Context: an optimization exercise on an open-source flow, tuned for small area and a short achievable clock period. The choices shown serve that exercise and are no tape-out recipe. The RTL was checked by simulation tests, not by an equivalence proof against the original design. Power and IR drop assume default switching activity.

Setup of run A:
## barrel_shifter
module barrel_shifter (
    input  logic        i_clk,
    input  logic        i_signed,
    input  logic        i_shift_left,
    input  logic [4:0]  i_shift_amt,
    input  logic [31:0] i_data,
    output logic [31:0] o_data
);
Settings: LEC_CHECK=0, CAP_MARGIN=20, CORE_MARGIN=2, CORE_UTILIZATION=40, SETUP_SLACK_MARGIN=0.5, SLEW_MARGIN=20, SYNTH_HIERARCHICAL=1, SYNTH_MINIMUM_KEEP_SIZE=0; clock period 3.5 ns.
standard.sh (not shown) runs the stock make flow with config.mk's settings and CLKGATE_MAP_FILE= SYNTH_SCRIPT=/design/flow/synth_recipe.tcl, a recipe that flattens the netlist after the stock synthesis.
==> flow/flow/run.sh <==
#!/bin/bash
set -e
export BUFFER_PORTS_ARGS="-buffer_cell sky130_fd_sc_hd__buf_1"
bash standard.sh > standard.log 2>&1
For run B, these inputs were changed with respect to run A:
- SETUP_SLACK_MARGIN changed from 0.5 to 1.4
==> flow/run.sh (new file) <==
#!/bin/bash
# synth_recipe.tcl (not shown) runs the flow's synth.tcl, then flattens the netlist and writes it again
# the make line also repeats each setting of config.mk as NAME=value (left out here)
make -C /OpenROAD-flow-scripts/flow DESIGN_CONFIG=/design/flow/config.mk WORK_HOME=/design/flow/orfs CLKGATE_MAP_FILE= SYNTH_SCRIPT=/design/flow/synth_recipe.tcl finish
removed: flow/flow/run.sh
removed: flow/standard.sh
### Flow results
In run B, the number of buffers inserted by post-CTS setup repair came out 23 above the value in run A.
Re internal portion of total power: run B and run A aren't equal, and the lower value belongs to run A.
Looking only at maximum net fanout on the critical path, and setting everything else aside, the lower value of run B and run A goes to run B.
Run B vs run A: worst hold slack down in run B
Of the two values seen for most frequent standard cell in the layout excluding fill and tap cells, sky130_fd_sc_hd__o22ai_2 was produced by run B and sky130_fd_sc_hd__o22ai_1 by run A.
Reported for run B and run A, die footprint turned out identical to the last digit.
Relative to run B, the following input files were edited for run C:
- changing SETUP_SLACK_MARGIN from 1.4 to 1.0
==> flow/flow/run.sh (new file) <==
#!/bin/bash
set -e
export BUFFER_PORTS_ARGS="-buffer_cell sky130_fd_sc_hd__buf_1"
bash standard.sh > standard.log 2>&1
==> flow/standard.sh (new file) <==
#!/bin/bash
# synth_recipe.tcl (not shown) runs the flow's synth.tcl, then flattens the netlist and writes it again
# the make line also repeats each setting of config.mk as NAME=value (left out here)
make -C /OpenROAD-flow-scripts/flow DESIGN_CONFIG=/design/flow/config.mk WORK_HOME=/design/flow/orfs CLKGATE_MAP_FILE= SYNTH_SCRIPT=/design/flow/synth_recipe.tcl "${@:-finish}"
removed: flow/run.sh
Results
- From run B to run C, number of core rows did not move at all.
- Run C against run B; mean routed wirelength per cell is down by more than a quarter.
- Delta(net switching power of the design, run C - run B) < 0
- Relative to run B, power has gone down in run C.
- Run B → run C: non-clock inverter count in the final layout lost 4; final critical-path required period picked up an extra 0.0055 ns; final cell area excluding filler cells lost about 30%.
- Comparing total half-perimeter wirelength after legalization and detailed placement for run C and run B, the smaller number came from run C.
- Number of buffer and inverter stages on the critical path was lower in the run labelled run B.
--- input diff run C..run D ---
- removing SETUP_SLACK_MARGIN (formerly 1.0)
==> flow/run.sh (new file) <==
#!/bin/bash
# synth_recipe.tcl (not shown) runs the flow's synth.tcl, then flattens the netlist and writes it again
# the make line also repeats each setting of config.mk as NAME=value (left out here)
make -C /OpenROAD-flow-scripts/flow DESIGN_CONFIG=/design/flow/config.mk WORK_HOME=/design/flow/orfs CLKGATE_MAP_FILE= SYNTH_SCRIPT=/design/flow/synth_recipe.tcl finish
removed: flow/flow/run.sh
removed: flow/standard.sh
==> summary.txt <==
Total negative slack for setup checks: run D vs run C, no meaningful difference
Compared with run C, run D shows post-layout net count lower by about 2.2%.
Delta (run D minus run C): hold slack went up 0.080 ns, met3 usage now sits higher, overall global routing resource usage climbed 2.9 points, number of synthesized register bits comparable.
Compared with run C, the detailed router inserted more vias in run D.
Compared with run C, run D shows number of non-clock inverters lower by 3.
Net switching power for run D: 6.6% down relative to run C
The lower fraction of met2 tracks used by global routing of run D and run C is in run C.
Compared with run C, run D is hungrier on power.
Modified inputs, run E compared to run D
==> flow/flow/run.sh (new file) <==
#!/bin/bash
set -e
export BUFFER_PORTS_ARGS="-buffer_cell sky130_fd_sc_hd__buf_1"
bash standard.sh > standard.log 2>&1
==> flow/standard.sh (new file) <==
#!/bin/bash
# synth_recipe.tcl (not shown) runs the flow's synth.tcl, then flattens the netlist and writes it again
# the make line also repeats each setting of config.mk as NAME=value (left out here)
make -C /OpenROAD-flow-scripts/flow DESIGN_CONFIG=/design/flow/config.mk WORK_HOME=/design/flow/orfs CLKGATE_MAP_FILE= SYNTH_SCRIPT=/design/flow/synth_recipe.tcl "${@:-finish}"
removed: flow/run.sh
Notes after the runs:
- For run D, the critical path startpoint was i_data[31], unlike run E, where it was i_shift_amt[4].
- Diff run E..run D | number of rows in the core area | unchanged
- First-pass GRT wire length in run E vs run D: down about 8%
- Power share of the clock group: higher on run D
- Run E against run D: clock-cell share of area rose 0.17 points; post-route minimum period fell 0.36 ns; post-route core utilization fell 8.9 points.
- Against run D, run E comes in 1 lower on path length in cells of the critical path.
- Changes observed in run E relative to run D: post-route standard cell area excluding fillers saw a decrease; wire length saw a decrease; total power saw a decrease; combinational power saw a decrease.

## what the ideal ports hide
The flow's constraints put no driver on any port. The routed layouts listed below were extracted and timed again, unchanged, in two steps. Step 1: set_driving_cell puts a clkbuf_16 on i_clk and a buf_2 on each other input, an assumption about the parent block. Step 2 times the ports against the registers' clock, not the clock port: input delays grow and output delays shrink by t, the midpoint of the rising clock arrivals with the driver on. Three values: no drivers, after step 1, after step 2; two values: the first two.
| run | t (ns) | setup slack, ns | worst data-port slew with drivers (ns) |
|---|---|---|---|
| run A | 0.305 | 0.867 / 0.865 / 0.559 | 0.03 |
| run B | 0.316 | 1.066 / 1.051 / 0.735 | 0.06 |
| run C | 0.299 | 1.061 / 1.062 / 0.762 | 0.03 |
| run D | 0.312 | 0.512 / 0.519 / 0.207 | 0.03 |
| run E | 0.305 | 0.867 / 0.865 / 0.559 | 0.03 |
After both steps every run listed still meets setup and hold. For run B, which loses most, drivers alone change the setup slack by -0.015 ns; drivers and shift together by -0.331 ns.
